This design comes from an exercise in tuning for small area on the open sky130 flow, not from production work.
The RTL was checked by simulation tests, not by an equivalence proof against the original design.
No run shown here takes its clock network from TritonCTS; it comes from the design's own scripts or RTL.
The clock port is modelled as an ideal driver, which makes a skipped or thinned clock tree look cheaper than it is; a real chip needs a root buffer or a tree.
Power figures rest on the tool's default switching activity, not on a simulated workload.

**flow/design.v**
```verilog
module Pong (
   output j01,
   output j02,
   output j03,
   output j04,
   output j05,
   output j06,
   input j13,
   input j14,
   input j15,
   input j16,
   input j17,
   input j18,
   input clk_in,
   input rst_n
);
wire clk = clk_in;
wire A_up = ~j14;
wire A_down = ~j15;
wire B_up = ~j16;
wire B_down = ~j17;
function lt(input [9:0] a, input [9:0] b);    
	integer i;
	reg c;
	begin
		c = 1'b0;
		for (i = 0; i < 10; i = i + 1)
			c = (~a[i] & b[i]) | (~(a[i] ^ b[i]) & c);
		lt = c;
	end
endfunction
function [9:0] add(input [9:0] a, input [9:0] b, input ci);
	integer i;
	reg c;
	begin
		c = ci;
		for (i = 0; i < 10; i = i + 1) begin
			add[i] = a[i] ^ b[i] ^ c;
			c = (a[i] & b[i]) | (a[i] & c) | (b[i] & c);
		end
	end
endfunction
function [9:0] sub(input [9:0] a, input [9:0] b);
	sub = add(a, ~b, 1'b1);
endfunction
function [9:0] inc(input [9:0] a, input ci);
	integer i;
	reg c;
	begin
		c = ci;
		for (i = 0; i < 10; i = i + 1) begin
			inc[i] = a[i] ^ c;
			c = a[i] & c;
		end
	end
endfunction
reg [9:0] xpix, ypix;
reg [2:0] rgb;
wire x_end = (xpix == 10'd799);
always @(posedge clk) begin
	if (~rst_n) begin
		xpix <= 10'd0;
		ypix <= 10'd0;
	end else begin
		xpix <= x_end ? 10'd0 : inc(xpix, 1'b1);
		if (x_end)
			ypix <= (ypix == 10'd524) ? 10'd0 : inc(ypix, 1'b1);
	end
end
wire x0 = (xpix == 10'd0);
assign j01 = ~(lt(10'd656, xpix) && lt(xpix, 10'd753));
assign j05 = ~(x0 ? (ypix == 10'd491 || ypix == 10'd492) : (ypix == 10'd490 || ypix == 10'd491));
assign j02 = rgb[2];
assign j03 = rgb[1];
assign j04 = rgb[0];
reg pause, pause_en, gmv_flash, flick;
reg [8:0] counter;
reg [13:0] countergmv;
reg [14:0] counterflick;
wire game_en = &{counter[8], counter[5], counter[3], counter[2], counter[0]};
wire gmv_end = &{countergmv[13], countergmv[8], countergmv[5], countergmv[4], countergmv[2]};
wire flick_end = &{counterflick[14], counterflick[9], counterflick[6], counterflick[5], counterflick[3]};
wire [9:0] counter_inc = inc({1'b0, counter}, ~pause);
always @(posedge clk) begin
	if (~rst_n) begin
		pause <= 1'b0;
		pause_en <= 1'b0;
		counter <= 9'd0;
		countergmv <= 14'd0;
		counterflick <= 15'd0;
		gmv_flash <= 1'b0;
		flick <= 1'b0;
	end else begin
		counter <= game_en ? {8'd0, ~pause} : counter_inc[8:0];
		if (pause_en && j13) begin
			pause <= ~pause;
			pause_en <= 1'b0;
		end
		if (~j13)
			pause_en <= 1'b1;
		if (~pause) begin
			countergmv <= gmv_end ? 14'd0 : countergmv + 14'd1;
			counterflick <= flick_end ? 15'd0 : counterflick + 15'd1;
			if (gmv_end) gmv_flash <= ~gmv_flash;
			if (flick_end) flick <= ~flick;
		end
	end
end
reg [15:0] rst_cnt;
reg gmv_half;
wire game_rst_n = ~|rst_cnt;
wire gmv = gmv_half;
reg [2:0] scrA, scrB;
wire lossA = &scrA;
wire lossB = &scrB;
wire rst_fb = rst_cnt[15] ^ rst_cnt[14] ^ rst_cnt[12] ^ rst_cnt[3] ^ (rst_cnt[15] & ~|rst_cnt[14:0]);
always @(posedge clk) begin
	if (~rst_n || (game_rst_n && (lossA || lossB))) begin
		rst_cnt <= 16'd1;
		gmv_half <= 1'b0;
	end else begin
		rst_cnt <= {rst_cnt[14:0], rst_fb};
		if (rst_cnt == 16'h7f99)
			gmv_half <= 1'b1;
	end
end
wire total_reset = j18 && game_rst_n;
reg [9:0] x_ball;
reg [7:0] yk;           
reg x_dir, y_dir;
reg xl_fast, xr_fast;   
reg [7:0] ma, mb;       
reg va_fast, vb_fast;   
reg [1:0] ha, hb;       
reg [2:0] Astatus, Bstatus;
reg [2:0] power_type;
reg [8:0] powercount;
reg [8:0] poweroffcount;
reg power_en, power_dir;
reg [9:0] power_pos_x;
reg py240;              
reg [2:0] buzzcount;
reg wall_col, pad_col;
wire [1:0] ha_n = (Astatus == 3'd1) ? 2'd1 : (Astatus == 3'd4) ? 2'd2 : (Astatus == 3'd0) ? 2'd0 : ha;
wire [1:0] hb_n = (Bstatus == 3'd1) ? 2'd1 : (Bstatus == 3'd4) ? 2'd2 : (Bstatus == 3'd0) ? 2'd0 : hb;
wire [9:0] e_hit = sub({2'b0, yk}, {2'b0, x_dir ? mb : ma});
function ball_hit(input [9:0] e, input [1:0] h);
	ball_hit = ~e[8] && ((h == 2'd1) ? lt(e, 10'd70) : (h == 2'd2) ? lt(e, 10'd25) : lt(e, 10'd45));
endfunction
function can_down(input [7:0] m, input [1:0] h);
	can_down = (h == 2'd1) ? lt(m, 10'd163) : (h == 2'd2) ? lt(m, 10'd208) : lt(m, 10'd188);
endfunction
function catch_y(input [7:0] m, input [1:0] h);
	catch_y = lt(m, 10'd120) && ~((h == 2'd1) ? lt(m, 10'd54) : (h == 2'd2) ? lt(m, 10'd99) : lt(m, 10'd79));
endfunction
wire hit_y = ball_hit(e_hit, x_dir ? hb : ha);
wire hitA = ~x_dir && lt(10'd20, x_ball) && lt(x_ball, 10'd32) && hit_y;
wire hitB = x_dir && lt(10'd610, x_ball) && lt(x_ball, 10'd622) && hit_y;
wire wallA = ~x_dir && lt(x_ball, 10'd5);
wire wallB = x_dir && lt(10'd625, x_ball);
wire upA = A_up ? (Astatus != 3'd5) : A_down ? (Astatus == 3'd5) : 1'b0;
wire dnA = A_up ? (Astatus == 3'd5) : A_down ? (Astatus != 3'd5) : 1'b0;
wire upB = B_up ? (Bstatus != 3'd5) : B_down ? (Bstatus == 3'd5) : 1'b0;
wire dnB = B_up ? (Bstatus == 3'd5) : B_down ? (Bstatus != 3'd5) : 1'b0;
wire oob = ~py240 || lt(power_pos_x, 10'd5) || lt(10'd618, power_pos_x);
wire catchA = lt(10'd20, power_pos_x) && lt(power_pos_x, 10'd32) && catch_y(ma, ha_n);
wire catchB = lt(10'd593, power_pos_x) && lt(power_pos_x, 10'd622) && catch_y(mb, hb_n);
wire bad_type = (power_type == 3'd2) || (power_type == 3'd4) || (power_type == 3'd5) || (power_type == 3'd6);
wire poc_done = poweroffcount[8] & poweroffcount[2];
wire clr = ~rst_n || (game_en && ~total_reset);
wire tick = game_en && total_reset;
wire pad_end = pad_col && (buzzcount >= 3'd3);
wire wall_end = wall_col && (buzzcount >= 3'd6);
wire hit = hitA || hitB;
wire wall = wallA || wallB;
always @(posedge clk) begin
	if (~rst_n || (game_en && ~total_reset && gmv)) begin
		scrA <= 3'd0;
		scrB <= 3'd0;
		wall_col <= 1'b0;
		pad_col <= 1'b0;
	end else if (tick) begin
		pad_col <= hit || (pad_col && ~pad_end);
		wall_col <= wall || (wall_col && ~wall_end);
		if (wallA) scrA <= scrA + 3'd1;
		if (wallB) scrB <= scrB + 3'd1;
	end
end
wire p_gone = power_en && (oob || catchA || catchB);
always @(posedge clk) begin
	if (~rst_n) begin
		buzzcount <= 3'd0;
		py240 <= 1'b0;
		power_dir <= 1'b0;
	end else if (tick) begin
		if (pad_end || wall_end || hit || wall)
			buzzcount <= 3'd0;
		else if (pad_col || wall_col)
			buzzcount <= buzzcount + 3'd1;
		if (p_gone)
			py240 <= 1'b1;
		if (power_spawn)
			power_dir <= ~power_dir;
	end
end
wire bounce = y_dir ? ~lt({2'b0, yk}, 10'd233) : ~|yk[7:1];
wire x_load = clr || (tick && wall);
wire [9:0] x_step = ~tick ? 10'd0 :
                    x_dir ? {8'd1, xr_fast} :
                    (xl_fast ? 10'h3fd : 10'h3fe);
wire [9:0] x_sum = add(x_ball, x_step, 1'b0);
wire y_load = clr || (tick && wall && bounce);
wire [9:0] y_sum = add({2'b0, yk}, {{9{~y_dir}}, 1'b1}, 1'b0);
wire movA_up = tick && upA && ~lt({2'b0, ma}, 10'd3);
wire movA_dn = tick && ~movA_up && dnA && can_down(ma, ha);
wire movB_up = tick && upB && ~lt({2'b0, mb}, 10'd3);
wire movB_dn = tick && ~movB_up && dnB && can_down(mb, hb);
wire [9:0] ma_sum = add({2'b0, ma}, {{8{movA_up}}, movA_up | (movA_dn & va_fast), (movA_up | movA_dn) & ~va_fast}, 1'b0);
wire [9:0] mb_sum = add({2'b0, mb}, {{8{movB_up}}, movB_up | (movB_dn & vb_fast), (movB_up | movB_dn) & ~vb_fast}, 1'b0);
wire pc_end = &{powercount[8], powercount[7], powercount[4]} & ~powercount[0];
wire power_spawn = &{powercount[8], powercount[7], powercount[4], powercount[0]};
wire px_load = clr || (tick && (power_en ? (oob || catchA || catchB) : pc_end));
wire px_move = tick && power_en;
wire [9:0] px_sum = add(power_pos_x, {{9{px_move & ~power_dir}}, px_move}, 1'b0);
wire [9:0] pc_sum = inc({1'b0, powercount}, tick);
wire status_on = (Astatus != 3'd0) || (Bstatus != 3'd0);
wire poc_clr = clr || (tick && (p_gone || (status_on && poc_done)));
wire [9:0] poc_sum = inc({1'b0, poweroffcount}, tick && status_on);
always @(posedge clk) begin
	x_ball <= x_load ? 10'd315 : x_sum;
	if (y_load) yk <= 8'd117;
	else if (tick && ~bounce) yk <= y_sum[7:0];
	ma <= clr ? 8'd100 : ma_sum[7:0];
	mb <= clr ? 8'd100 : mb_sum[7:0];
	power_pos_x <= px_load ? 10'd320 : px_sum;
	powercount <= clr ? 9'd0 : (tick && power_spawn) ? 9'd1 : pc_sum[8:0];
	poweroffcount <= poc_clr ? 9'd0 : poc_sum[8:0];
end
always @(posedge clk) begin
	if (clr) begin
		x_dir <= 1'b1;
		y_dir <= 1'b1;
		xl_fast <= 1'b0;
		xr_fast <= 1'b0;
		va_fast <= 1'b0;
		vb_fast <= 1'b0;
		ha <= 2'd0;
		hb <= 2'd0;
		Astatus <= 3'd0;
		Bstatus <= 3'd0;
		power_type <= 3'd1;
		power_en <= 1'b0;
	end else if (game_en) begin
		if (hit)
			x_dir <= ~x_dir;
		if (bounce)
			y_dir <= ~y_dir;
		if (poc_done) begin
			Astatus <= 3'd0;
			Bstatus <= 3'd0;
		end
		ha <= ha_n;
		if (Astatus == 3'd2) va_fast <= 1'b1;
		else if (Astatus == 3'd0) va_fast <= 1'b0;
		if (Astatus == 3'd3) xr_fast <= 1'b1;
		else if (Astatus == 3'd0) xr_fast <= 1'b0;
		hb <= hb_n;
		if (Bstatus == 3'd2) vb_fast <= 1'b1;
		else if (Bstatus == 3'd0) vb_fast <= 1'b0;
		if (Bstatus == 3'd3) xl_fast <= 1'b1;
		else if (Bstatus == 3'd0) xl_fast <= 1'b0;
		if (power_spawn) begin
			power_en <= 1'b1;
			power_type <= (power_type == 3'd6) ? 3'd1 : power_type + 3'd1;
		end
		if (p_gone) begin
			power_en <= 1'b0;
			if (~oob) begin
				if (catchA ^ bad_type)
					Astatus <= power_type;
				else
					Bstatus <= power_type;
			end
		end
	end
end
wire [9:0] dxb = sub(xpix, x_ball);
wire [9:0] dyb = sub(ypix, {1'b0, yk, 1'b1});
wire pad_sel = xpix[9];
wire [9:0] eyP = {sub({1'b0, ypix[9:1]}, {2'b0, pad_sel ? mb : ma}), ypix[0]};
wire [9:0] dxp = sub(xpix, power_pos_x);
wire bx_in = lt(dxb, 10'd10);
wire by_in = lt(dyb, 10'd10);
wire p_ball = bx_in && by_in;
wire dxm1 = &dxb;
wire dy10 = (dyb == 10'd10);
wire p_ball_s1 = dxm1 && (by_in || dy10) && (dyb != 10'd0);
wire p_ball_s2 = (dxm1 || lt(dxb, 10'd9)) && dy10;
function [3:0] pad_bands(input [9:0] e, input [1:0] h);
	reg ge4, le_h4, lt_h, eq_h;
	begin
		ge4 = |e[9:2];
		le_h4 = (h == 2'd1) ? lt(e, 10'd147) : (h == 2'd2) ? lt(e, 10'd57) : lt(e, 10'd97);
		lt_h = (h == 2'd1) ? lt(e, 10'd150) : (h == 2'd2) ? lt(e, 10'd60) : lt(e, 10'd100);
		eq_h = (h == 2'd1) ? (e == 10'd150) : (h == 2'd2) ? (e == 10'd60) : (e == 10'd100);
		pad_bands[0] = ge4 && le_h4;
		pad_bands[1] = ~ge4 && (|e[1:0]);
		pad_bands[2] = ~le_h4 && lt_h;
		pad_bands[3] = eq_h;
	end
endfunction
wire [3:0] bA = pad_bands(eyP, pad_sel ? hb : ha);
wire [3:0] bB = bA;
wire x_full = (lt(10'd20, xpix) && lt(xpix, 10'd32)) || (lt(10'd610, xpix) && lt(xpix, 10'd622));
wire x_nar = (lt(10'd22, xpix) && lt(xpix, 10'd30)) || (lt(10'd612, xpix) && lt(xpix, 10'd620));
wire x_edge = (xpix == 10'd20) || (xpix == 10'd610);
wire x_edge2 = (xpix == 10'd21) || (xpix == 10'd22) || (xpix == 10'd611) || (xpix == 10'd612);
wire p_pad = (x_full && bA[0]) || (x_nar && (bA[1] || bA[2]));
wire p_pad_s = (x_edge && bA[0]) || (x_edge2 && bA[2]) || (bA[3] && x_nar);
wire [2:0] pstat = pad_sel ? Bstatus : Astatus;
wire flickpad = (pstat == 3'd6);
wire powerpad = (pstat != 3'd0);
wire affectedpad = (pstat == 3'd5) || (pstat == 3'd4) || (pstat == 3'd2);
wire affectpowerup = power_en && bad_type;
wire chk = gmv_flash && (xpix[4] ^ ypix[4]);
wire x_left = lt(xpix, 10'd320);
wire p_gameover = ~game_rst_n && chk && (lossA ? x_left : (lossB && ~x_left));
wire y_scr = lt(10'd20, ypix) && lt(ypix, 10'd26);
function bars_l(input [9:0] x, input [2:0] s);
	integer i;
	begin
		bars_l = 1'b0;
		for (i = 0; i < 7; i = i + 1)
			if (lt({7'b0, s}, 7 - i) && ~lt(x, 50 + 10*i) && lt(x, 55 + 10*i)) bars_l = 1'b1;
	end
endfunction
function bars_r(input [9:0] x, input [2:0] s);
	integer i;
	begin
		bars_r = 1'b0;
		for (i = 0; i < 7; i = i + 1)
			if (lt({7'b0, s}, 7 - i) && ~lt(x, 585 - 10*i) && lt(x, 590 - 10*i)) bars_r = 1'b1;
	end
endfunction
wire p_scr = y_scr && (xpix[9] ? bars_r(xpix, scrB) : bars_l(xpix, scrA));
wire p_powerup = power_en && gmv_flash && lt(dxp, 10'd17) &&
                 (py240 ? (~lt(ypix, 10'd240) && lt(ypix, 10'd257)) : lt(ypix, 10'd17));
wire pad_on = ~flickpad || flick;
wire pixval = p_ball || (p_pad && pad_on) || p_gameover || p_scr || p_ball_s1 || p_ball_s2 ||
              (p_pad_s && pad_on) || p_powerup;
wire altcol = (p_scr || p_gameover || p_ball_s1 || p_ball_s2 || p_pad_s) && ~(p_ball || p_pad);
wire altcol2 = (p_powerup && ~affectpowerup) || (powerpad && p_pad);
wire altcol3 = (p_pad && affectedpad) || (p_powerup && affectpowerup);
wire visible = lt(xpix, 10'd640) && lt(ypix, 10'd480);
always @(posedge clk) begin
	if (~rst_n || ~visible)
		rgb <= 3'd0;
	else begin
		rgb[2] <= ~altcol3 && ~altcol && pixval;
		rgb[1] <= altcol3 || ~pixval || altcol2;
		rgb[0] <= ~altcol3 && ~pixval;
	end
end
assign j06 = wall_col ? counter[4] : (pad_col ? counter[7] : 1'b1);
endmodule
```
**flow/flow/run.sh**
```bash
#!/bin/bash
# Own layout flow: the standard synthesis, then the logic between the
# registers is re-mapped with a stronger ABC script (the registers, their
# names and cell types are kept), then the standard layout from the
# floorplan on. Each tool writes its output to a log file of its own.
set -euo pipefail
WORK=$(pwd)
FLOWDIR=$WORK/flow
R=$WORK/orfs/results/${FLOW_PLATFORM}/Pong/base
LIB=$FLOW_HOME/platforms/${FLOW_PLATFORM}/lib/sky130_fd_sc_hd__tt_025C_1v80.lib
# layout options (clock tree and port buffers)
source $FLOWDIR/opts.sh

# 1. standard synthesis
bash standard.sh synth > $WORK/log_1_synth.txt 2>&1
cp $R/1_2_yosys.v $WORK/1_2_yosys_standard.v

# 2. re-map the combinational logic (four seeds of ABC's deepsyn, the
#    smallest result is kept)
python3 $FLOWDIR/genlogic.py $LIB $WORK/cells_logic.v > $WORK/log_2_genlogic.txt 2>&1
DONT_USE=$(grep -o 'cell *( *"\?sky130_fd_sc_hd__\(lpflow\|probe\)[a-z0-9_]*' $LIB | sed 's/.*(\s*"\?//' | sed 's/^/-dont_use /' | tr '\n' ' ')
for S in 1 2 3 4; do
  sed "s/@SEED@/$S/" $FLOWDIR/area.abc > $WORK/area_$S.abc
  cat > $WORK/reabc_$S.ys <<EOT
read_liberty -lib $LIB
read_verilog $WORK/cells_logic.v
read_verilog $WORK/1_2_yosys_standard.v
hierarchy -top $FLOW_TOP
rename -hide w:_* c:_*
flatten
techmap
opt -fast
abc -liberty $LIB $DONT_USE -script $WORK/area_$S.abc
read_liberty -lib -overwrite $LIB
opt_clean -purge
splitnets
opt_clean -purge
hilomap -singleton -hicell sky130_fd_sc_hd__conb_1 HI -locell sky130_fd_sc_hd__conb_1 LO
insbuf -buf sky130_fd_sc_hd__buf_4 A X
check -assert -mapped
tee -o $WORK/area_$S.txt stat -liberty $LIB
write_verilog -noattr -noexpr -nohex -nodec $WORK/reabc_$S.v
EOT
  yosys -s $WORK/reabc_$S.ys > $WORK/log_2_reabc_$S.txt 2>&1 &
done
wait
BEST=$(for S in 1 2 3 4; do
  if [[ -s $WORK/area_$S.txt && -s $WORK/reabc_$S.v ]]; then
    echo "$(grep 'Chip area' $WORK/area_$S.txt | awk '{print $NF}') $S"
  fi
done | sort -g | head -1 | awk '{print $2}')
echo "kept seed $BEST" > $WORK/log_2_choice.txt
cp $WORK/reabc_$BEST.v $R/1_2_yosys.v

# 3. standard layout from the synthesized netlist on
#    (after clock_tree_synthesis, flow/clock_tree.tcl replaces its tree with a
#    two-level one of fewer buffers)
POST_CTS_TCL=$FLOWDIR/clock_tree.tcl CTS_ARGS="$OPT_CTS_ARGS" BUFFER_PORTS_ARGS="$OPT_BUFFER_PORTS_ARGS" bash standard.sh finish > $WORK/log_3_layout.txt 2>&1
```
**flow/flow/area.abc**
```
strash
&get -n
&deepsyn -T 60 -S @SEED@
&put
dch -f
amap -m
topo
```
**flow/flow/clock_tree.tcl**
```tcl
# Replaces the clock tree that clock_tree_synthesis built with a two-level
# tree: one root buffer driving K leaf buffers, each placed at the centre of a
# cluster of at most ceil(n/K)+1 flip-flops. Used as ORFS's POST_CTS_TCL hook.
proc remove_clock_tree {} {
  set block [ord::get_db_block]
  set clknet [$block findNet clk_in]
  set bufs {}
  foreach inst [$block getInsts] {
    set m [[$inst getMaster] getName]
    if {[string match "sky130_fd_sc_hd__clkbuf_*" $m]} {
      set a [$inst findITerm A]
      set an [$a getNet]
      if {$an != "NULL" && [$an getSigType] == "CLOCK"} { lappend bufs $inst }
    }
  }
  foreach inst [$block getInsts] {
    set it [$inst findITerm CLK]
    if {$it != "NULL" && [$it getNet] != "NULL"} {
      set net [$it getNet]
      if {[$net getName] != "clk_in"} { $it disconnect; $it connect $clknet }
    }
  }
  set nets {}
  foreach b $bufs {
    set xn [[$b findITerm X] getNet]
    if {$xn != "NULL"} { lappend nets $xn }
    odb::dbInst_destroy $b
  }
  foreach n [lsort -unique $nets] {
    if {[llength [$n getITerms]] == 0 && [llength [$n getBTerms]] == 0} { odb::dbNet_destroy $n }
  }
  puts "removed [llength $bufs] clock buffers"
}
# manual two-level clock tree: K leaf clkbuf cells at the centroids of K
# clusters of flip-flops, driven by one root buffer at the clock port side.
proc build_clock_tree {K leafcell rootcell} {
  set db [ord::get_db]
  set block [ord::get_db_block]
  set clknet [$block findNet clk_in]
  set flops {}
  foreach it [$clknet getITerms] {
    lappend flops [$it getInst]
  }
  set n [llength $flops]
  # coordinates
  set xs {}; set ys {}
  foreach f $flops {
    set b [$f getBBox]
    lappend xs [expr {([$b xMin] + [$b xMax]) / 2.0}]
    lappend ys [expr {([$b yMin] + [$b yMax]) / 2.0}]
  }
  # k-means, initial centers spread by sorting on x then y
  set idx [lsort -integer -indices [lmap x $xs {expr {int($x)}}]]
  set cx {}; set cy {}
  for {set k 0} {$k < $K} {incr k} {
    set i [lindex $idx [expr {int(($k + 0.5) * $n / $K)}]]
    lappend cx [lindex $xs $i]; lappend cy [lindex $ys $i]
  }
  set assign [lrepeat $n 0]
  for {set iter 0} {$iter < 20} {incr iter} {
    # balanced assignment: closest (flop, center) pairs first, at most cap per center
    set cap [expr {($n + $K - 1) / $K + 1}]
    set pairs {}
    for {set i 0} {$i < $n} {incr i} {
      for {set k 0} {$k < $K} {incr k} {
        lappend pairs [list [expr {abs([lindex $xs $i] - [lindex $cx $k]) + abs([lindex $ys $i] - [lindex $cy $k])}] $i $k]
      }
    }
    set pairs [lsort -real -index 0 $pairs]
    set cnt [lrepeat $K 0]
    set done [lrepeat $n 0]
    foreach p $pairs {
      lassign $p d i k
      if {[lindex $done $i] || [lindex $cnt $k] >= $cap} continue
      lset assign $i $k; lset done $i 1; lset cnt $k [expr {[lindex $cnt $k] + 1}]
    }
    for {set k 0} {$k < $K} {incr k} {
      set sx 0; set sy 0; set c 0
      for {set i 0} {$i < $n} {incr i} {
        if {[lindex $assign $i] == $k} {set sx [expr {$sx + [lindex $xs $i]}]; set sy [expr {$sy + [lindex $ys $i]}]; incr c}
      }
      if {$c > 0} {lset cx $k [expr {$sx / $c}]; lset cy $k [expr {$sy / $c}]}
    }
  }
  set lm [$db findMaster $leafcell]
  set rm [$db findMaster $rootcell]
  # root buffer at the centroid of the leaf buffers
  set root [odb::dbInst_create $block $rm "clkroot"]
  set rootnet [odb::dbNet_create $block "clknet_root"]
  $rootnet setSigType CLOCK
  set rx 0; set ry 0
  foreach x $cx y $cy {set rx [expr {$rx + $x}]; set ry [expr {$ry + $y}]}
  $root setLocation [expr {int($rx / $K)}] [expr {int($ry / $K)}]
  $root setPlacementStatus PLACED
  for {set k 0} {$k < $K} {incr k} {
    set leaf [odb::dbInst_create $block $lm "clkleaf_$k"]
    set net [odb::dbNet_create $block "clknet_leaf_$k"]
    $net setSigType CLOCK
    $leaf setLocation [expr {int([lindex $cx $k])}] [expr {int([lindex $cy $k])}]
    $leaf setPlacementStatus PLACED
    [$leaf findITerm A] connect $rootnet
    [$leaf findITerm X] connect $net
    for {set i 0} {$i < $n} {incr i} {
      if {[lindex $assign $i] == $k} {
        set it [[lindex $flops $i] findITerm CLK]
        $it disconnect
        $it connect $net
      }
    }
  }
  [$root findITerm A] connect $clknet
  [$root findITerm X] connect $rootnet
  # report cluster sizes
  set sizes {}
  for {set k 0} {$k < $K} {incr k} {lappend sizes [llength [lsearch -all $assign $k]]}
  puts "CLUSTERS $sizes"
}

remove_clock_tree
build_clock_tree 12 sky130_fd_sc_hd__clkbuf_8 sky130_fd_sc_hd__clkbuf_8
detailed_placement
check_placement -verbose
estimate_parasitics -placement
```
**flow/flow/genlogic.py**
```python
# Writes Verilog models of the combinational cells of a liberty file (their
# 'function' attributes), so that yosys can re-map the logic between registers.
import re, sys
lib = open(sys.argv[1]).read()
out = []
def block(text, start):
    depth = 1
    i = start
    while depth:
        c = text[i]
        if c == '{':
            depth += 1
        elif c == '}':
            depth -= 1
        i += 1
    return text[start:i]
def conv(f):
    f = f.replace('!', '~')
    f = re.sub(r"(\w+)\s*'", r'~\1', f)
    f = f.replace('+', '|').replace('*', '&')
    f = re.sub(r'(\w|\))\s+(?=[\w(~])', r'\1 & ', f)
    return f
for m in re.finditer(r'\n\s*cell\s*\(\s*"?(\w+)"?\s*\)\s*\{', lib):
    name = m.group(1)
    body = block(lib, m.end())
    if re.search(r'\bff\s*\(|\blatch\s*\(|statetable', body):
        continue
    pins = []
    for pm in re.finditer(r'\bpin\s*\(\s*"?(\w+)"?\s*\)\s*\{', body):
        pb = block(body, pm.end())
        d = re.search(r'direction\s*:\s*"?(\w+)"?', pb)
        f = re.search(r'function\s*:\s*"([^"]*)"', pb)
        pins.append((pm.group(1), d.group(1) if d else None, f.group(1) if f else None))
    outs = [p for p in pins if p[1] == 'output']
    ins = [p for p in pins if p[1] == 'input']
    if not outs or any(f is None for _, _, f in outs):
        continue
    s = 'module %s(%s);\n' % (name, ', '.join([p[0] for p in ins] + [p[0] for p in outs]))
    for p in ins:
        s += '  input %s;\n' % p[0]
    for p in outs:
        s += '  output %s;\n  assign %s = %s;\n' % (p[0], p[0], conv(p[2]))
    out.append(s + 'endmodule\n')
open(sys.argv[2], 'w').write('\n'.join(out))
```
**flow/flow/opts.sh**
```bash
OPT_CTS_ARGS="-sink_clustering_enable -repair_clock_nets -dont_use_dummy_load -buf_list sky130_fd_sc_hd__clkbuf_8"
OPT_BUFFER_PORTS_ARGS="-buffer_cell sky130_fd_sc_hd__buf_1"
```
**flow/standard.sh**
```bash
#!/bin/bash
# synth_recipe.tcl (not shown) runs the flow's synth.tcl, then flattens the netlist and writes it again
# the make line also repeats each setting of config.mk as NAME=value (left out here)
make -C /OpenROAD-flow-scripts/flow DESIGN_CONFIG=/design/flow/config.mk WORK_HOME=/design/flow/orfs CLKGATE_MAP_FILE= SYNTH_SCRIPT=/design/flow/synth_recipe.tcl "${@:-finish}"
```
**flow/config.mk**
```make
export PLATFORM = sky130hd
export DESIGN_NAME = Pong
export DESIGN_NICKNAME = Pong
export VERILOG_FILES = /design/flow/design.v
export SDC_FILE = /design/flow/constraint.sdc
export NUM_CORES = 4
export LEC_CHECK = 0
export CAP_MARGIN = 20
export CORE_MARGIN = 2
export CORE_UTILIZATION = 70
export SLEW_MARGIN = 20
```
**flow/constraint.sdc**
```tcl
create_clock -name core_clock -period 10.0 [get_ports {clk_in}]
set_input_delay 2.0000 -clock core_clock [delete_from_list [all_inputs] [get_ports {clk_in}]]
set_output_delay 2.0000 -clock core_clock [all_outputs]
set_load 0.01 [all_outputs]
```
==> impl_results.md, run 1 <==
- Seq pwr share: 0.648
- 1st-pass router iterations: 6
- First-iteration detailed-routing DRC count: roughly 1500
- Final Setup Violations: 0
- Switch Pwr: roughly 0.26 mW
- Antenna diode count: 0
- Int Power: roughly 0.84 mW
- LEAKAGE: 3.34 nW
- Overall Power: 1.11 mW
- Comb pwr share: 0.050
- Nets: 1413
- Final Cycle Share: 0.539
- Cell at the slowest stage of the critical path: dfxtp_1
- Fillers: 1063
- Ys Warns: 1
- Die height: 121 µm
- Max cap viols: 0
- Share of cells above drive strength 1: 0.0121
- Initial Util: 0.719
- Initial antenna violation count: 0
- Hold slack: 0.433 ns
- Gate Count Post-Synth: about 1400
- RSZ-0062 raised after global routing: no
- Mapped Area: 9520 µm²
- Placed wire-length estimate: roughly 20000 µm
- Status: finished clean
- Synthesis-to-layout area growth: 5.04%
- Hold Crit Class: flop to flop
- Via density: around 6.5
- Arrival time at the worst endpoint: just under 6 ns
- Dpl ws: 4.81 ns
- Hold Crit Start: rst_cnt[5]$_SDFF_PP0_
- Port Buf Inserts: 13
- Hold path cells: 2
- Max Freq: 185 MHz
- Wire per inst: 16.5 µm
- Fin. max-slew vios: 0
- Worst VDD drop: 0.118 mV
- Global route total overflow: 0
- Period minus WS final: 5.39 ns
- Layout Cells excl Fill: 1579
- FF-to-FF Start: xpix[9]$_SDFF_PP0_
- RR Endpoint: rgb[2]$_SDFF_PP0_
- CP Capture Type: flop
- R2R depth: 27
- Via Count: 10200
- Clock network fraction of total power: 0.302
- Final GP Congestion: 1.07
- Die Area: 14500 µm²
- Reg clk slew, reported paths: 0.10 ns
- Clock sinks: 177
- Total negative slack: 0 ns
- Sw frac: 0.239
- Core Rows: 42
- Data required, critical path: 10.42 ns
- Core area: 13200 µm²
- Critical path class: flop to flop
- Drt total wl: 26100 µm
- Vias in the first global route: 9061
- Clk latency of the worst-skew pair: 0.46 ns
- Worst-Margin Slew: 0.901 ns
- Syn Area/Cell: 6.93 µm²
- Worst setup margin: 4.61 ns
- Die X: 121 µm
- Post-route ant nets: 0
- Slew HR: 0.398
- R2r setup slk: about 4.6 ns
- Hold Path Sink: rst_cnt[6]$_SDFF_PP0_
- Clock Skews: 0.0132 ns
- Hold Vio Cnt, Final: 0
- FF+latch area: 3540 µm²
- Drt drc: 0
- PwrDens: 111 nW/µm²
- # placed instances: roughly 1600
- Global-route wire length before repair: about 43000 µm
- Area of the multi-input gates: 5250 µm²
- I/O Pins: 14
- CP max FO: 23
- Pin count of the biggest net entering global routing: 37
- Syn nets: 1381
- Delay of the slowest critical-path stage: 0.86 ns
- Gr usage total: 0.360
- Worst Setup Start Kind: flop
-- power by group through the flow --
stage	logic [mW]	registers, mW	clock network [mW]
after global routing	0.0619	0.718	0.361
final	0.0556	0.717	0.335
after detailed placement	0.0536	0.733	0
after floorplan	0.0382	0.732	0
after global placement	0.0523	0.733	0
-- routing by layer --
layer	vias up	track usage	wire length (µm)
met3	72	0.0571	2650
met1	4612	0.501	11300
li1	4965	-	-
met2	555	0.567	11200
met5	-	0	0
met4	0	0.124	906
-- layout make-up --
class / count / area share
Multi-Input combinational cell: 1002 / 0.525
Buffer: 13 / 0.0179
Inverter: 194 / 0.0729
Tap cell: 176 / 0.0220
Sequential cell: 177 / 0.354
Timing Repair Buffer: 17 / 0.00789
-- worst max-delay path by stage --
stage,depth (start not counted),slack [ns],to,from
6_report,27,4.61,rgb[2]$_SDFF_PP0_,xpix[9]$_SDFF_PP0_
5_1_grt,27,4.03,rgb[2]$_SDFF_PP0_,xpix[9]$_SDFF_PP0_
3_3_place_gp,27,5.07,rgb[2]$_SDFF_PP0_,xpix[9]$_SDFF_PP0_
2_1_floorplan,8,5.60,power_pos_x[1]$_SDFF_PP0_,rst_n
3_5_place_dp,26,4.81,rgb[2]$_SDFF_PP0_,xpix[9]$_SDFF_PP0_
-- metrics by stage --
stage / cell area (µm²) / util
after detailed placement: 9820 / 0.741
after global routing: 10000 / 0.755
final: 10000 / 0.755
after floorplan: 9520 / -
after global placement: 9820 / 0.741
-- state kept, by name (all words and copies together), names as in the netlist, 10 cells and up --
register and flops:
ypix 10, x_ball 10, counterflick 15, xpix 10, rst_cnt 16, power_pos_x 10
countergmv 14
-- cell usage in the layout, fill, tap and decap left out, types with 24 or more instances in the layout --
master / n
dfxtp_1: 177
o21ai_0: 105
o22ai_1: 46
nor3_1: 80
a21oi_1: 70
a211oi_1: 41
nor2_1: 322
nand2_1: 96
o221ai_1: 24
clkinv_1: 194
-- critical path, delay by kind of cell (launching register included) --
family	cells	cell delay [ns]
buffers and inverters	2	0.86
AND/OR/NAND/NOR	9	0.99
AO/OA/AOI/OAI	16	2.64
flip-flops	1	0.86
==> run 2: changes to the inputs <==
--- a/flow/design.v
+++ b/flow/design.v
@@ -134,6 +134,8 @@
 reg [1:0] ha, hb;       
 reg [2:0] Astatus, Bstatus;
 reg [2:0] power_type;
+localparam [2:0] S_N = 3'b010, T1 = 3'b000, T2 = 3'b001, T3 = 3'b011,
+                 T4 = 3'b111, T5 = 3'b110, T6 = 3'b100;
 reg [8:0] powercount;
 reg [8:0] poweroffcount;
 reg power_en, power_dir;
@@ -141,8 +143,8 @@
 reg py240;              
 reg [2:0] buzzcount;
 reg wall_col, pad_col;
-wire [1:0] ha_n = (Astatus == 3'd1) ? 2'd1 : (Astatus == 3'd4) ? 2'd2 : (Astatus == 3'd0) ? 2'd0 : ha;
-wire [1:0] hb_n = (Bstatus == 3'd1) ? 2'd1 : (Bstatus == 3'd4) ? 2'd2 : (Bstatus == 3'd0) ? 2'd0 : hb;
+wire [1:0] ha_n = (Astatus == T1) ? 2'd1 : (Astatus == T4) ? 2'd2 : (Astatus == S_N) ? 2'd0 : ha;
+wire [1:0] hb_n = (Bstatus == T1) ? 2'd1 : (Bstatus == T4) ? 2'd2 : (Bstatus == S_N) ? 2'd0 : hb;
 wire [9:0] e_hit = sub({2'b0, yk}, {2'b0, x_dir ? mb : ma});
 function ball_hit(input [9:0] e, input [1:0] h);
 	ball_hit = ~e[8] && ((h == 2'd1) ? lt(e, 10'd70) : (h == 2'd2) ? lt(e, 10'd25) : lt(e, 10'd45));
@@ -158,14 +160,14 @@
 wire hitB = x_dir && lt(10'd610, x_ball) && lt(x_ball, 10'd622) && hit_y;
 wire wallA = ~x_dir && lt(x_ball, 10'd5);
 wire wallB = x_dir && lt(10'd625, x_ball);
-wire upA = A_up ? (Astatus != 3'd5) : A_down ? (Astatus == 3'd5) : 1'b0;
-wire dnA = A_up ? (Astatus == 3'd5) : A_down ? (Astatus != 3'd5) : 1'b0;
-wire upB = B_up ? (Bstatus != 3'd5) : B_down ? (Bstatus == 3'd5) : 1'b0;
-wire dnB = B_up ? (Bstatus == 3'd5) : B_down ? (Bstatus != 3'd5) : 1'b0;
+wire upA = A_up ? (Astatus != T5) : A_down ? (Astatus == T5) : 1'b0;
+wire dnA = A_up ? (Astatus == T5) : A_down ? (Astatus != T5) : 1'b0;
+wire upB = B_up ? (Bstatus != T5) : B_down ? (Bstatus == T5) : 1'b0;
+wire dnB = B_up ? (Bstatus == T5) : B_down ? (Bstatus != T5) : 1'b0;
 wire oob = ~py240 || lt(power_pos_x, 10'd5) || lt(10'd618, power_pos_x);
 wire catchA = lt(10'd20, power_pos_x) && lt(power_pos_x, 10'd32) && catch_y(ma, ha_n);
 wire catchB = lt(10'd593, power_pos_x) && lt(power_pos_x, 10'd622) && catch_y(mb, hb_n);
-wire bad_type = (power_type == 3'd2) || (power_type == 3'd4) || (power_type == 3'd5) || (power_type == 3'd6);
+wire bad_type = ~(~power_type[2] && (power_type[1] == power_type[0]));
 wire poc_done = poweroffcount[8] & poweroffcount[2];
 wire clr = ~rst_n || (game_en && ~total_reset);
 wire tick = game_en && total_reset;
@@ -223,7 +225,7 @@
 wire px_move = tick && power_en;
 wire [9:0] px_sum = add(power_pos_x, {{9{px_move & ~power_dir}}, px_move}, 1'b0);
 wire [9:0] pc_sum = inc({1'b0, powercount}, tick);
-wire status_on = (Astatus != 3'd0) || (Bstatus != 3'd0);
+wire status_on = (Astatus != S_N) || (Bstatus != S_N);
 wire poc_clr = clr || (tick && (p_gone || (status_on && poc_done)));
 wire [9:0] poc_sum = inc({1'b0, poweroffcount}, tick && status_on);
 always @(posedge clk) begin
@@ -246,9 +248,9 @@
 		vb_fast <= 1'b0;
 		ha <= 2'd0;
 		hb <= 2'd0;
-		Astatus <= 3'd0;
-		Bstatus <= 3'd0;
-		power_type <= 3'd1;
+		Astatus <= S_N;
+		Bstatus <= S_N;
+		power_type <= T1;
 		power_en <= 1'b0;
 	end else if (game_en) begin
 		if (hit)
@@ -256,22 +258,22 @@
 		if (bounce)
 			y_dir <= ~y_dir;
 		if (poc_done) begin
-			Astatus <= 3'd0;
-			Bstatus <= 3'd0;
+			Astatus <= S_N;
+			Bstatus <= S_N;
 		end
 		ha <= ha_n;
-		if (Astatus == 3'd2) va_fast <= 1'b1;
-		else if (Astatus == 3'd0) va_fast <= 1'b0;
-		if (Astatus == 3'd3) xr_fast <= 1'b1;
-		else if (Astatus == 3'd0) xr_fast <= 1'b0;
+		if (Astatus == T2) va_fast <= 1'b1;
+		else if (Astatus == S_N) va_fast <= 1'b0;
+		if (Astatus == T3) xr_fast <= 1'b1;
+		else if (Astatus == S_N) xr_fast <= 1'b0;
 		hb <= hb_n;
-		if (Bstatus == 3'd2) vb_fast <= 1'b1;
-		else if (Bstatus == 3'd0) vb_fast <= 1'b0;
-		if (Bstatus == 3'd3) xl_fast <= 1'b1;
-		else if (Bstatus == 3'd0) xl_fast <= 1'b0;
+		if (Bstatus == T2) vb_fast <= 1'b1;
+		else if (Bstatus == S_N) vb_fast <= 1'b0;
+		if (Bstatus == T3) xl_fast <= 1'b1;
+		else if (Bstatus == S_N) xl_fast <= 1'b0;
 		if (power_spawn) begin
 			power_en <= 1'b1;
-			power_type <= (power_type == 3'd6) ? 3'd1 : power_type + 3'd1;
+			power_type <= {power_type[1:0], ~power_type[2]};
 		end
 		if (p_gone) begin
 			power_en <= 1'b0;
@@ -318,9 +320,9 @@
 wire p_pad = (x_full && bA[0]) || (x_nar && (bA[1] || bA[2]));
 wire p_pad_s = (x_edge && bA[0]) || (x_edge2 && bA[2]) || (bA[3] && x_nar);
 wire [2:0] pstat = pad_sel ? Bstatus : Astatus;
-wire flickpad = (pstat == 3'd6);
-wire powerpad = (pstat != 3'd0);
-wire affectedpad = (pstat == 3'd5) || (pstat == 3'd4) || (pstat == 3'd2);
+wire flickpad = (pstat == T6);
+wire powerpad = (pstat != S_N);
+wire affectedpad = (pstat == T5) || (pstat == T4) || (pstat == T2);
 wire affectpowerup = power_en && bad_type;
 wire chk = gmv_flash && (xpix[4] ^ ypix[4]);
 wire x_left = lt(xpix, 10'd320);
==> flow/flow/run.sh (replaced) <==
#!/bin/bash
# Own layout flow: the standard synthesis, then the logic between the
# registers is re-mapped with a stronger ABC script (the registers, their
# names and cell types are kept), then the standard layout from the
# floorplan on. Each tool writes its output to a log file of its own.
set -euo pipefail
WORK=$(pwd)
FLOWDIR=$WORK/flow
R=$WORK/orfs/results/${FLOW_PLATFORM}/Pong/base
LIB=$FLOW_HOME/platforms/${FLOW_PLATFORM}/lib/sky130_fd_sc_hd__tt_025C_1v80.lib
# layout options (clock tree and port buffers)
source $FLOWDIR/opts.sh

# 1. standard synthesis
bash standard.sh synth > $WORK/log_1_synth.txt 2>&1
cp $R/1_2_yosys.v $WORK/1_2_yosys_standard.v

# 2. re-map the combinational logic: two rounds of four seeds of ABC's
#    deepsyn, the second round starting from the smallest result of the first
python3 $FLOWDIR/genlogic.py $LIB $WORK/cells_logic.v > $WORK/log_2_genlogic.txt 2>&1
DONT_USE=$(grep -o 'cell *( *"\?sky130_fd_sc_hd__\(lpflow\|probe\)[a-z0-9_]*' $LIB | sed 's/.*(\s*"\?//' | sed 's/^/-dont_use /' | tr '\n' ' ')
remap() {  # remap ROUND INPUT: writes reabc_ROUND_SEED.v and .area
  local RD=$1 IN=$2 S
  for S in 1 2 3 4; do
    sed "s/@SEED@/$((RD * 10 + S))/" $FLOWDIR/area.abc > $WORK/reabc_${RD}_$S.abc
    cat > $WORK/reabc_${RD}_$S.ys <<EOT
read_liberty -lib $LIB
read_verilog $WORK/cells_logic.v
read_verilog $IN
hierarchy -top $FLOW_TOP
rename -hide w:_* c:_*
flatten
techmap
opt -fast
abc -liberty $LIB $DONT_USE -script $WORK/reabc_${RD}_$S.abc
read_liberty -lib -overwrite $LIB
opt_clean -purge
splitnets
opt_clean -purge
hilomap -singleton -hicell sky130_fd_sc_hd__conb_1 HI -locell sky130_fd_sc_hd__conb_1 LO
insbuf -buf sky130_fd_sc_hd__buf_4 A X
check -assert -mapped
tee -o $WORK/reabc_${RD}_$S.area stat -liberty $LIB
write_verilog -noattr -noexpr -nohex -nodec $WORK/reabc_${RD}_$S.v
EOT
    yosys -s $WORK/reabc_${RD}_$S.ys > $WORK/log_2_reabc_${RD}_$S.txt 2>&1 &
  done
  wait
}
best() {  # the netlist with the smallest area among reabc_*.v
  local F
  for F in $WORK/reabc_*_*.v; do
    if [[ -s $F && -s ${F%.v}.area ]]; then
      echo "$(grep 'Chip area' ${F%.v}.area | awk '{print $NF}') $F"
    fi
  done | sort -g | head -1 | awk '{print $2}'
}
remap 1 $WORK/1_2_yosys_standard.v
B1=$(best)
remap 2 $B1
BEST=$(best)
echo "round 1: $B1; kept: $BEST" > $WORK/log_2_choice.txt
cp $BEST $R/1_2_yosys.v

# 3. standard layout from the synthesized netlist on
#    (after clock_tree_synthesis, flow/clock_tree.tcl replaces its tree with a
#    two-level one of fewer buffers)
POST_CTS_TCL=$FLOWDIR/clock_tree.tcl CTS_ARGS="$OPT_CTS_ARGS" BUFFER_PORTS_ARGS="$OPT_BUFFER_PORTS_ARGS" bash standard.sh finish > $WORK/log_3_layout.txt 2>&1
==> run 2 against run 1 <==
  * Still clean
  * Sequential share of layout area grew 0.43 points
  * Cell area fell by 1.2%
  * First-iteration DRC count decreased by 25%
  * Core utilization decreased by 0.60 points
  * Largest cell class unchanged
  * Highest routed layer unchanged
==> impl_results.md, run 2 <==
- Syn Area/Cell: 6.94 µm²
- Worst Setup Start Kind: flop
- Initial antenna violation count: 0
- Initial Util: 0.712
- Core Rows: 42
- Max Freq: 207 MHz
- Port Buf Inserts: 13
- Via Count: roughly 10000
- Clk latency of the worst-skew pair: around 0.47 ns
- Gate Count Post-Synth: 1352
- Final core occ: 0.749
- Top reg by flops: rst_cnt
- Cell at the slowest stage of the critical path: clkinv_1
- Leading registers by flop count: rst_cnt: 16 flops, counterflick: 15 flops, countergmv: 14 flops
- Syn nets: around 1400
- Nets: 1394
- Share of cells above drive strength 1: 0.0137
- PwrDens: 112 nW/µm²
- Final Setup Violations: 0
- Global-route wire length before repair: approximately 43000 µm
- Reg clk slew, reported paths: 0.11 ns
- 1st-pass router iterations: 6
- Max cap viols: 0
- Overall Power: 1.11 mW
- I/O Pins: 14
- Largest register FFs: 16
- Core area: 13200 µm²
- Final GP Congestion: 1.01
- Vias in the first global route: 9188
- CP Capture Type: flop
- RSZ-0062 raised after global routing: no
- Die Area: 14400 µm²
- Commonest non-fill, non-tap cells in the layout: 304 x nor2_1, 177 x dfxtp_1, 173 x clkinv_1
- First-iteration detailed-routing DRC count: 1127
- Mapped Area: between 9000 and 10000 µm²
- Pin count of the biggest net entering global routing: 31
- Ys Warns: 1
- Gr usage total: 0.364
- Worst-Margin Slew: ~1.2 ns
- Worst setup margin: 5.16 ns
- Status: finished clean
- LEAKAGE: 3.22 nW
- Clock Skews: 0.0212 ns
- Dpl ws: 4.80 ns
- Commonest non-fill, non-tap cell in the layout: nor2_1
- Total negative slack: 0 ns
- Synthesis-to-layout area growth: 5.23%
- Antenna diode count: 0
- Hold Crit Class: flop to flop
- Period minus WS final: 4.84 ns
- Placed wire-length estimate: 19700 µm
- Worst VDD drop: 0.155 mV
- Post-route ant nets: 0
- Via density: about 6.4
- Global route total overflow: 0
- CP max FO: 22
- Die height: 120 µm
- Critical path class: flop to flop
- Data required, critical path: between 10 and 15 ns
- Fin. max-slew vios: 0
- Delay of the slowest critical-path stage: 0.57 ns
- Die X: 120 µm
- Drt drc: 0
- Clock sinks: 177
- Arrival time at the worst endpoint: 5.26 ns
- Wire per inst: about 17 µm
- Final Cycle Share: 0.484
- Slew HR: 0.182
- Drt total wl: 26200 µm
- Hold Vio Cnt, Final: 0
==> run 2: per-layer routing <==
metal	up-vias	share of wire	track usage
li1	4918	-	-
met1	4549	0.42	0.490
met2	478	0.46	0.589
met3	88	0.087	0.0566
met4	0	0.036	0.143
met5	-	0	0
==> run 2: per-stage QoR <==
step	instances	cell area [µm²]	hold WS [ns]
detailed placement	1547	9700	0.411
global placement	1546	9690	0.405
floorplan	1352	9390	0.397
finish	1560	9880	0.421
global route	1560	9880	0.451
==> run 2: where the power goes <==
part | total, mW | internal (mW) | switching, mW
clock | 0.337 | 0.116 | 0.221
combinational | 0.0518 | 0.0146 | 0.0371
sequential | 0.718 | 0.711 | 0.00647
==> run 2: final timing paths <==
path	startpoint	endpoint	slack [ns]	depth (start not counted)
worst max-delay path	xpix[9]$_SDFF_PP0_	rgb[2]$_SDFF_PP0_	5.16	29
worst min-delay path	rst_cnt[5]$_SDFF_PP0_	rst_cnt[6]$_SDFF_PP0_	0.42	2
worst max register to register	xpix[9]$_SDFF_PP0_	rgb[2]$_SDFF_PP0_	5.16	29
worst min register to register	rst_cnt[5]$_SDFF_PP0_	rst_cnt[6]$_SDFF_PP0_	0.42	2
==> run 2: worst max-delay path: cells and delay by family, from the launching register on <==
kind            cells  cell delay [ns]
simple gates        8             0.70
compound gates     18             2.96
buf+inv             3             0.77
flops               1             0.35
==> run 2: final cells by class <==
cell class              instances  area, µm²
plain buffers                  13        179
fillers                      1033       3310
inverters                     173        649
multi-input cells            1002       5190
flip-flops and latches        177       3540
well taps                     176        220
repair buffers                 19       91.3
==> run 3: changes to the inputs <==
--- a/flow/flow/run.sh
+++ b/flow/flow/run.sh
@@ -15,8 +15,8 @@
 bash standard.sh synth > $WORK/log_1_synth.txt 2>&1
 cp $R/1_2_yosys.v $WORK/1_2_yosys_standard.v
 
-# 2. re-map the combinational logic: two rounds of four seeds of ABC's
-#    deepsyn, the second round starting from the smallest result of the first
+# 2. re-map the combinational logic: three rounds of four seeds of ABC's
+#    deepsyn, each round starting from the smallest result so far
 python3 $FLOWDIR/genlogic.py $LIB $WORK/cells_logic.v > $WORK/log_2_genlogic.txt 2>&1
 DONT_USE=$(grep -o 'cell *( *"\?sky130_fd_sc_hd__\(lpflow\|probe\)[a-z0-9_]*' $LIB | sed 's/.*(\s*"\?//' | sed 's/^/-dont_use /' | tr '\n' ' ')
 remap() {  # remap ROUND INPUT: writes reabc_ROUND_SEED.v and .area
@@ -58,8 +58,10 @@
 remap 1 $WORK/1_2_yosys_standard.v
 B1=$(best)
 remap 2 $B1
+B2=$(best)
+remap 3 $B2
 BEST=$(best)
-echo "round 1: $B1; kept: $BEST" > $WORK/log_2_choice.txt
+echo "round 1: $B1; round 2: $B2; kept: $BEST" > $WORK/log_2_choice.txt
 cp $BEST $R/1_2_yosys.v
 
 # 3. standard layout from the synthesized netlist on
--- a/flow/config.mk
+++ b/flow/config.mk
@@ -7,5 +7,6 @@
 export LEC_CHECK = 0
 export CAP_MARGIN = 20
 export CORE_MARGIN = 2
-export CORE_UTILIZATION = 70
+export CORE_UTILIZATION = 80
+export GPL_TIMING_DRIVEN = 0
 export SLEW_MARGIN = 20
==> run 3 against run 2 <==
  * Wire length increased by 3.2%
  * Clock power barely moved
  * Worst hold slack better by 0.019 ns
  * Largest power group unchanged
==> impl_results.md, run 3 <==
- Period minus WS final: 6.13 ns
- Die X: 112 µm
- Clock Skews: 0.0222 ns
- Syn nets: 1360
- RSZ-0062 raised after global routing: no
- Synthesis-to-layout area growth: 4.52%
- Leading registers by flop count: rst_cnt: 16 flops, counterflick: 15 flops, countergmv: 14 flops
- Max Freq: between 150 and 200 MHz
- Initial antenna violation count: 0
- Antenna diode count: 0
- Reg clk slew, reported paths: roughly 0.1 ns
- I/O Pins: 14
- Final Setup Violations: 0
- Die Area: 12600 µm²
- PwrDens: 113 nW/µm²
- Core area: between 10000 and 15000 µm²
- Drt drc: 0
- Fin. max-slew vios: 0
- Clock sinks: 177
- Arrival time at the worst endpoint: 6.52 ns
- Global route total overflow: 0
- Via Count: 10500
- Status: finished clean
- Die height: around 110 µm
- 1st-pass router iterations: 6
- Worst Setup Start Kind: flop
- Top cell family by delay on the critical path: compound AO/OA/AOI/OAI gates
- Worst VDD drop: 0.142 mV
- Commonest non-fill, non-tap cells in the layout: 303 x nor2_1, 177 x dfxtp_1, 173 x clkinv_1
- Clk latency of the worst-skew pair: 0.47 ns
- Share of cells above drive strength 1: 0.0109
- Final Cycle Share: 0.613
- Drt total wl: 27000 µm
- Commonest non-fill, non-tap cell in the layout: nor2_1
- Fillers: 707
- Port Buf Inserts: 13
- Hold Crit Class: flop to flop
- Core Rows: 39
- First-iteration detailed-routing DRC count: 1615
- Hold Vio Cnt, Final: 0
- Placed wire-length estimate: 19200 µm
- Nets: 1389
- CP Capture Type: flop
- Pin count of the biggest net entering global routing: 31
- Ys Warns: 1
- Syn Area/Cell: 6.94 µm²
- Data required, critical path: 10.39 ns
- Critical path class: flop to flop
- # placed instances: 1509
- Initial Util: 0.822
- Layout Cells excl Fill: ~1500
- CP max FO: 22
- Final GP Congestion: 1.04
- Slew HR: 0.260
- Max cap viols: 0
- Largest register FFs: 16
- Global-route wire length before repair: 44600 µm
- Post-route ant nets: 0
- Worst-Margin Slew: 1.10 ns
- Total negative slack: 0 ns
- Gate Count Post-Synth: 1352
- Worst path bufs/invs: 3
- Delay of the slowest critical-path stage: 0.91 ns
- Gr usage total: 0.422
- Wire per inst: 17.8 µm
- Vias in the first global route: 9720
- Top reg by flops: rst_cnt
- Mapped Area: 9390 µm²
- Cell at the slowest stage of the critical path: dfxtp_1
- LEAKAGE: 3.20 nW
- Via density: 6.89
run 3: cell type report:
type / instances / area (µm²) / share of cell area
plain buffers: 13 / 179 / 0.0182
inverters: 173 / 649 / 0.0662
multi-input cells: 1002 / 5200 / 0.530
flip-flops and latches: 177 / 3540 / 0.361
well taps: 143 / 179 / 0.0182
repair buffers: 14 / 63.8 / 0.00650
run 3: power breakdown:
group	leakage (nW)	internal (mW)	switching [mW]	total (mW)
Clock	0.0935	0.116	0.224	0.340
Sequential	1.43	0.711	0.00565	0.717
Combinational	1.67	0.0144	0.0381	0.0525
run 3: worst reg2reg max path, delay by kind of cell (launching register included):
kind / cells / cell delay (ns)
AOI/OAI and AO/OA: 18 / 3.31
and+or+nand+nor: 8 / 0.72
DFF: 1 / 0.91
buffers and inverters: 3 / 1.12
run 3: per-layer routing:
metal | GRT usage | vias to the layer above | wire length (µm)
li1 | - | 4905 | -
met1 | 0.527 | 4631 | 10100
met2 | 0.708 | 782 | 12200
met3 | 0.0842 | 167 | 3420
met4 | 0.193 | 0 | 1280
met5 | 0 | - | 0
run 3: final timing paths:
check	slack (ns)	to	cells after the start	startpoint
max	3.87	rgb[2]$_SDFF_PP0_	29	xpix[9]$_SDFF_PP0_
min	0.44	rst_cnt[1]$_SDFF_PP0_	2	rst_cnt[0]$_SDFF_PP1_
max reg2reg	3.87	rgb[2]$_SDFF_PP0_	29	xpix[9]$_SDFF_PP0_
min reg2reg	0.44	rst_cnt[1]$_SDFF_PP0_	2	rst_cnt[0]$_SDFF_PP1_
run 3: metrics by stage:
stage / total power, mW / utilization / hold slack (ns) / setup slack [ns] / cell area [µm²]
2_1_floorplan: 0.766 / - / 0.397 / 5.53 / 9390
3_3_place_gp: 0.781 / 0.842 / 0.400 / 3.33 / 9610
3_5_place_dp: 0.783 / 0.844 / 0.416 / 3.96 / 9630
5_1_grt: 1.13 / 0.859 / 0.455 / 3.54 / 9810
6_report: 1.11 / 0.859 / 0.440 / 3.87 / 9810
==> run 4: changes to the inputs <==
--- a/flow/flow/run.sh
+++ b/flow/flow/run.sh
@@ -15,8 +15,8 @@
 bash standard.sh synth > $WORK/log_1_synth.txt 2>&1
 cp $R/1_2_yosys.v $WORK/1_2_yosys_standard.v
 
-# 2. re-map the combinational logic: three rounds of four seeds of ABC's
-#    deepsyn, each round starting from the smallest result so far
+# 2. re-map the combinational logic with ABC's deepsyn: four seeds from the
+#    standard netlist, then twice eight seeds from the smallest result so far
 python3 $FLOWDIR/genlogic.py $LIB $WORK/cells_logic.v > $WORK/log_2_genlogic.txt 2>&1
 DONT_USE=$(grep -o 'cell *( *"\?sky130_fd_sc_hd__\(lpflow\|probe\)[a-z0-9_]*' $LIB | sed 's/.*(\s*"\?//' | sed 's/^/-dont_use /' | tr '\n' ' ')
 remap() {  # remap ROUND INPUT: writes reabc_ROUND_SEED.v and .area
@@ -58,10 +58,12 @@
 remap 1 $WORK/1_2_yosys_standard.v
 B1=$(best)
 remap 2 $B1
+remap 3 $B1
 B2=$(best)
-remap 3 $B2
+remap 4 $B2
+remap 5 $B2
 BEST=$(best)
-echo "round 1: $B1; round 2: $B2; kept: $BEST" > $WORK/log_2_choice.txt
+echo "rounds 1: $B1; 2-3: $B2; kept: $BEST" > $WORK/log_2_choice.txt
 cp $BEST $R/1_2_yosys.v
 
 # 3. standard layout from the synthesized netlist on
==> run 4 against run 3 <==
  * Still clean
  * Via count decreased by 2.2%
  * Clock power shrank 3%
  * Flip-flop and latch count stayed put
  * Cell count increased by 0.26%
  * Clock skew shrank 0.0010 ns
  * Die area is 0.22% lower
  * Setup slack worse by 0.28 ns
  * Global-route usage fell by 0.53 points
  * Synthesized area fell by 0.23%
  * Maximum frequency decreased by 4.4%
==> impl_results.md, run 4 <==
- Status: finished clean
- Initial antenna violation count: 0
- Reg clk slew, reported paths: ~0.1 ns
- Grt met1 use: 0.551
- Clock Skews: 0.0212 ns
- Met3 Resource Use GR: 0.0637
- Top reg by flops: rst_cnt
- Clock network fraction of total power: 0.299
- Ys Warns: 1
- CP Capture Type: flop
- Arrival time at the worst endpoint: 6.69 ns
- Busiest grt layer: met2
- Syn nets: 1363
- Worst VDD drop: 0.181 mV
- Syn Area/Cell: 6.91 µm²
- 1st-pass router iterations: 6
- Max Freq: 156 MHz
- Via density: 6.72
- Final GP Congestion: 1.22
- Die height: 112 µm
- Pin count of the biggest net entering global routing: 36
- Nets: 1393
- Via Count: 10300
- I/O Pins: 14
- Die X: 112 µm
- Placed wire-length estimate: 19200 µm
- Max cap viols: 0
- Final Cycle Share: 0.641
- Share of cells above drive strength 1: 0.0116
- Comb pwr share: 0.050
- Hold Crit Class: flop to flop
- Commonest non-fill, non-tap cell in the layout: nor2_1
- Worst-Margin Slew: 0.804 ns
- Global-route wire length before repair: 44100 µm
- Slew HR: 0.464
- Core Rows: 39
- GR Util met2: 0.676
- First-iteration detailed-routing DRC count: 1393
- Placed Instance Area: just under 10000 µm²
- Worst Setup Start Kind: flop
- Commonest non-fill, non-tap cells in the layout: 326 x nor2_1, 177 x dfxtp_1, 172 x clkinv_1
- Sw frac: 0.236
- RSZ-0062 raised after global routing: no
- Global route total overflow: 0
- Hold Vio Cnt, Final: 0
- R2r setup slk: 3.59 ns
- Drt drc: 0
- Clock sinks: between 150 and 200
- Switch Pwr: 0.260 mW
- Gate Count Post-Synth: 1355
- Fin. max-slew vios: 0
- Antenna diode count: 0
- Final Setup Violations: 0
- Core area: 11400 µm²
- Port Buf Inserts: 13
- CP max FO: 22
- Initial Util: 0.820
- Wire per inst: 17.3 µm
- Post-route ant nets: 0
- Synthesis-to-layout area growth: 4.65%
- Fillers: 700
- Leading registers by flop count: rst_cnt: 16 flops, counterflick: 15 flops, countergmv: 14 flops
- Die Area: 12600 µm²
- Area of the multi-input gates: ~5200 µm²
- Largest register FFs: 16
- Data required, critical path: 10.29 ns
- Gr usage total: 0.417
- Seq pwr share: 0.650
- Fin area: 9800 µm²
- Total negative slack: 0 ns
- Drt total wl: 26400 µm
- LEAKAGE: 3.27 nW
- FF+latch area: roughly 3500 µm²
- Clk latency of the worst-skew pair: 0.45 ns
- Critical path class: flop to flop
- PwrDens: roughly 110 nW/µm²
- Vias in the first global route: 9461
- Int Power: 0.844 mW
- Mapped Area: approximately 9400 µm²
- Period minus WS final: 6.41 ns
run 4: cell types whose count changed in the layout (fill, tap and decap cells not counted), moves of 4 or more:
| cell | delta |
|---|---|
| nor4_1 | -8 |
| nor3_1 | +9 |
| o21a_1 | +4 |
| a311oi_1 | +7 |
| o22ai_1 | -6 |
| o21ai_0 | -16 |
| or4_1 | +5 |
| nor2_1 | +23 |
| o32ai_1 | -4 |
run 4: cell type report:
type                            instances  share of cell area
Multi-Input combinational cell       1006               0.528
Buffer                                 13              0.0183
Sequential cell                       177               0.362
Timing Repair Buffer                   15             0.00766
Tap cell                              143              0.0183
Inverter                              172              0.0659
run 4: metal layers:
metal	wire, µm	vias to the layer above
met5	0	-
li1	-	4898
met3	2610	142
met1	10700	4600
met4	1410	0
met2	11700	615
run 4: worst max-delay path, cell delays in order, from the launching register on:
cell and delay, ns:
dfxtp_1 0.82, clkinv_1 0.82, o22ai_1 0.61, nor2_1 0.07, a21oi_1 0.23, nand2_1 0.10, o21ai_0 0.14, a21oi_1 0.13
nand2_1 0.10, o21a_1 0.14, nand2_1 0.06, o21ai_0 0.13, a21oi_1 0.13, nand2_1 0.09, o21ai_0 0.11, a211oi_1 0.19
a31oi_1 0.07, or4_1 0.44, nor2_1 0.15, o311ai_0 0.20, o22ai_1 0.33, clkinv_1 0.13, o21ai_0 0.13, a21o_1 0.20
nor2_1 0.06, a2111oi_0 0.61
run 4: power groups by stage:
stage / clock network (mW) / logic (mW) / registers, mW
floorplan: 0 / 0.0356 / 0.733
global placement: 0 / 0.0492 / 0.734
detailed placement: 0 / 0.0521 / 0.734
global route: 0.353 / 0.0606 / 0.719
finish: 0.331 / 0.0555 / 0.718
run 4: stage by stage:
step | worst slack [ns] | total power, mW | instances | hold WS (ns) | utilization
after floorplan | 5.59 | 0.768 | 1355 | 0.397 | -
after global placement | 3.65 | 0.783 | 1511 | 0.405 | 0.840
after detailed placement | 3.92 | 0.786 | 1512 | 0.410 | 0.841
after global routing | 3.02 | 1.13 | 1526 | 0.441 | 0.858
final | 3.59 | 1.10 | 1526 | 0.423 | 0.858
run 4: final timing paths:
check / start / endpoint / cells after the start
worst min-delay path: rst_cnt[1]$_SDFF_PP0_ / rst_cnt[2]$_SDFF_PP0_ / 2
worst min register to register: rst_cnt[1]$_SDFF_PP0_ / rst_cnt[2]$_SDFF_PP0_ / 2
worst max-delay path: xpix[9]$_SDFF_PP0_ / rgb[2]$_SDFF_PP0_ / 25
worst max register to register: xpix[9]$_SDFF_PP0_ / rgb[2]$_SDFF_PP0_ / 25

## re-timing with driven ports
Ports are ideal in the flow. The routed layouts listed here were re-timed in OpenROAD. Step 1 (the two cells are an assumption about what drives the block):
set clk [get_ports {clk_in}]
set_driving_cell -lib_cell sky130_fd_sc_hd__clkbuf_16 $clk
set_driving_cell -lib_cell sky130_fd_sc_hd__buf_2 [delete_from_list [all_inputs] $clk]
Step 2 moves the port delays by t, midway between the first and last clock arrival at a register: inputs arrive t later, outputs are due t later. That takes back most of the time a late clock gives input paths. a / b / c = no drivers / after step 1 / after step 2; a / b = the first two.
run	t (ns)	setup WS [ns]	hold WS [ns]	clock arrival spread, ns	worst register clock-pin slew, ns
run 1	0.495	4.606 / 4.606 / 4.606	0.433 / 0.433 / 0.433	0.014 / 0.015	0.10 / 0.10
run 2	0.500	5.163 / 5.163 / 4.755	0.421 / 0.421 / 0.421	0.022 / 0.022	0.11 / 0.11
run 3	0.498	3.873 / 3.873 / 3.689	0.440 / 0.440 / 0.440	0.023 / 0.023	0.11 / 0.11
run 4	0.479	3.592 / 3.592 / 3.592	0.423 / 0.423 / 0.423	0.021 / 0.022	0.10 / 0.10
After both steps every run listed still meets setup and hold. For run 2, which loses most, drivers alone change the setup slack by 0.000 ns; drivers and shift together by -0.408 ns.
